What follows belongs to an exercise in optimizing a design on an open flow for small area; a production flow would make more cautious choices. Function was checked by simulation only, so behaviour that the tests miss may differ from the original. Power and IR drop assume default switching activity.

== try-harbor ==
// SisArrayMM
module SisArrayMM #(
    parameter data_size = 16,
    parameter grid_size = 3
    ) (
    input  wire clk,
    input  wire reset,
    input  wire [data_size - 1 : 0] a1,
    input  wire [data_size - 1 : 0] a2,
    input  wire [data_size - 1 : 0] a3,
    input  wire [data_size - 1 : 0] b1,
    input  wire [data_size - 1 : 0] b2,
    input  wire [data_size - 1 : 0] b3,
    output wire [data_size - 1 : 0] c13,
    output wire [data_size - 1 : 0] c23,
    output wire [data_size - 1 : 0] c31,
    output wire [data_size - 1 : 0] c32,
    output wire [data_size - 1 : 0] c33
    );
Size in the first run: about 2500 cells after synthesis, about 180 I/O pins, roughly 27000 sq um of cells after synthesis.
clock: 8.0 ns
lec_check: 0
cap_margin: 20
core_margin: 2
core_utilization: 60
cts_cluster_diameter: 100
cts_cluster_size: 24
slew_margin: 20
synth_hierarchical: 1
synth_minimum_keep_size: 0
standard.sh (not shown) runs the stock make flow with config.mk's settings and CLKGATE_MAP_FILE= SYNTH_SCRIPT=/design/flow/synth_recipe.tcl, a recipe that flattens the netlist after the stock synthesis.
==> flow/flow/run.sh <==
#!/bin/bash
# Layout flow: the standard ORFS flow (standard.sh), unchanged except
# that the port buffers that global placement inserts are sky130 buf_1
# cells instead of the default delay buffer (clkdlybuf4s50_1); the resizer
# still resizes them as timing and slew need.
set -uo pipefail
bash standard.sh synth > synth.log 2>&1 || exit 1
bash standard.sh "BUFFER_PORTS_ARGS=-buffer_cell sky130_fd_sc_hd__buf_1" finish > layout.log 2>&1
try-harbor completed; timing, DRC and antenna clean
Inputs modified between try-harbor and try-nickel:
Settings: CORE_UTILIZATION: 60 -> 78.
Results
try-nickel -> try-harbor: number of failing setup endpoints in the final timing report delta 0, exact match
try-nickel vs try-harbor — routed length on met2 rose 0.74%.
Of try-nickel and try-harbor, it is try-nickel that has the lower clock-cell share of area.
Modified inputs, try-cedar compared to try-nickel
Settings: CORE_UTILIZATION now 75, was 78.
-- flow/flow/run.sh --
<<< try-nickel, line 8
bash standard.sh "BUFFER_PORTS_ARGS=-buffer_cell sky130_fd_sc_hd__buf_1" finish > layout.log 2>&1
>>> try-cedar, line 8
bash standard.sh "BUFFER_PORTS_ARGS=-buffer_cell sky130_fd_sc_hd__buf_1" GPL_KEEP_OVERFLOW=0 finish > layout.log 2>&1
==> notes.md <==
- Status: try-cedar FAILED at 5_1_grt (tool error)
- try-cedar against try-nickel: cell row count climbed 1; total placed cells including tap cells dropped 105.
- Area after synthesis came out exactly the same in try-nickel and try-cedar.
- Going from try-nickel to try-cedar, fraction of synthesized cell area in xor and xnor cells roughly the same; HPWL reported at the end of detailed placement grew by 1.6%.
- On number of gates resized after cts: between try-nickel and try-cedar, it ends up higher for try-cedar.
- Going from try-nickel to try-cedar, the initial core utilization was found to have gone down by 2.7 points.
- try-nickel → try-cedar: horizontal die dimension now sits higher; post-placement setup slack now sits lower; total setup buffers inserted after CTS now sits higher.
- try-nickel has higher placed cell area than try-cedar.
[inputs] try-zinc vs try-cedar
Settings: CTS_CLUSTER_DIAMETER changed from 100 to 70; CTS_CLUSTER_SIZE changed from 24 to 30; CORE_UTILIZATION changed from 75 to 60.
-- flow/flow/run.sh --
<<< try-cedar, line 8
bash standard.sh "BUFFER_PORTS_ARGS=-buffer_cell sky130_fd_sc_hd__buf_1" GPL_KEEP_OVERFLOW=0 finish > layout.log 2>&1
>>> try-zinc, line 8
bash standard.sh "BUFFER_PORTS_ARGS=-buffer_cell sky130_fd_sc_hd__buf_1" finish > layout.log 2>&1
Notes after the runs:
try-cedar -> try-zinc: XOR/XNOR share of the synthesized area delta 0, exact match. In try-zinc, number of instances in the placed design is higher than in try-cedar. Post-synthesis cell type count: try-zinc vs try-cedar identical. Relative to try-cedar, the floorplan row count measured on try-zinc has increased by more than 10%. try-zinc vs. try-cedar: clock buffer count from CTS went up by 10. The remaining runs in try-zinc and try-cedar completed every stage, whereas try-cedar halted early. Post-placement setup slack up 1.75 ns in try-zinc wrt try-cedar. Compared with try-cedar, in try-zinc horizontal die dimension rose 23 um; synthesized area neither gained nor lost much; synthesized cell count held steady; number of gates given a new drive strength after cts now sits lower.
The inputs of try-willow differ from those of try-zinc as listed below.
Settings: CORE_UTILIZATION: 60 -> 75; CTS_CLUSTER_SIZE: 30 -> 28; CTS_CLUSTER_DIAMETER: 70 -> 80.
### Flow results
Of try-willow and try-zinc, it is try-willow that has the lower relative area change from synthesis to final layout. Fmax | try-willow vs try-zinc | try-willow slower. The higher part of the total power dissipated in the clock network of try-willow and try-zinc is in try-zinc. Final cell count without fillers: try-willow vs try-zinc down 4.7%. Summary of try-willow over try-zinc: total routing usage reported by global routing +8.9 points; area of all placed cells without fillers -2.2%; post-detailed-placement cell area -1.1%; met3 usage +11 points. On total power, the lower figure sits with try-willow, not try-zinc.


Starting RTL as in the previous note.
clock: 8.0 ns
lec_check: 0
cap_margin: 20
core_margin: 2
core_utilization: 75
cts_cluster_diameter: 100
cts_cluster_size: 24
slew_margin: 20
synth_hierarchical: 1
synth_minimum_keep_size: 0
==> flow/flow/run.sh <==
#!/bin/bash
# Layout flow: the standard ORFS flow (standard.sh), unchanged except
# that the port buffers that global placement inserts are sky130 buf_1
# cells instead of the default delay buffer (clkdlybuf4s50_1); the resizer
# still resizes them as timing and slew need.
set -uo pipefail
bash standard.sh synth > synth.log 2>&1 || exit 1
bash standard.sh "BUFFER_PORTS_ARGS=-buffer_cell sky130_fd_sc_hd__buf_1" finish > layout.log 2>&1
Then changed:
- PLACE_DENSITY: not set -> 0.8
After rerunning: Die area stays the same. Flip-flop and latch count stays the same. Area after synthesis stays the same.


Another version of the RTL of SisArrayMM (not shown whole).
Size: about 2600 cells after synthesis, roughly 260 flip-flops.
clock: 8.0 ns
lec_check: 0
cap_margin: 20
core_margin: 2
core_utilization: 60
gpl_timing_driven: 0
slew_margin: 20
synth_hierarchical: 1
synth_minimum_keep_size: 0
run.sh (not shown) runs the stock make flow with config.mk's settings and CLKGATE_MAP_FILE= SYNTH_SCRIPT=/design/flow/synth_recipe.tcl, a recipe that flattens the netlist after the stock synthesis.
Stock flow here: none of the scripts above is used.
Next try:
- GPL_TIMING_DRIVEN: 0 -> unset
What happened: Design area is about the same. Core utilization rose by 0.12 points. Worst setup slack gets better by 0.23 ns. Global-route usage rose by 0.23 points. Area after synthesis stays the same. Die area stays the same.

[what the ideal ports hide]
How much do the figures lean on ideal ports? The routed layouts below were timed once more, with nothing changed but the port constraints.
Step 1, drivers: a clkbuf_16 drives clk and a buf_2 each remaining input, both assumed.
Step 2 also shifts input and output timing later by t, the mid clock arrival at the registers, as if the neighbouring blocks saw the same clock.
Slacks: ideal ports / drivers / drivers and shift; pairs: ideal ports / drivers.
| run | t, ns | setup WS [ns] | hold slack, ns | worst data-port slew with drivers (ns) | pins driven straight from the clock port |
|---|---|---|---|---|---|
| try-harbor | 0.597 | 0.672 / 0.710 / 0.113 | 0.310 / 0.310 / 0.310 | 0.19 | 1 |
| try-nickel | 0.588 | 0.174 / 0.202 / -0.386 | 0.332 / 0.332 / 0.332 | 0.14 | 1 |
| try-zinc | 0.649 | 0.737 / 0.763 / 0.113 | 0.321 / 0.321 / 0.321 | 0.18 | 1 |
| try-willow | 0.609 | 0.150 / 0.181 / -0.428 | 0.335 / 0.335 / 0.335 | 0.11 | 1 |
| the first run of note 2 | 0.591 | 0.205 / 0.240 / -0.351 | 0.332 / 0.332 / 0.332 | 0.10 | 1 |
| the second run of note 2 | 0.591 | 0.205 / 0.240 / -0.351 | 0.332 / 0.332 / 0.332 | 0.10 | 1 |
| the first run of note 3 | 0.663 | 0.182 / 0.223 / -0.441 | 0.328 / 0.328 / 0.328 | 0.06 | 1 |
| the second run of note 3 | 0.657 | 0.416 / 0.451 / -0.206 | 0.328 / 0.328 / 0.328 | 0.12 | 1 |
With both steps, setup timing fails in 6 of these runs, where it was met with ideal ports. The setup slack of try-zinc, which loses most, moves by +0.026 ns with the drivers and by -0.624 ns with both steps.
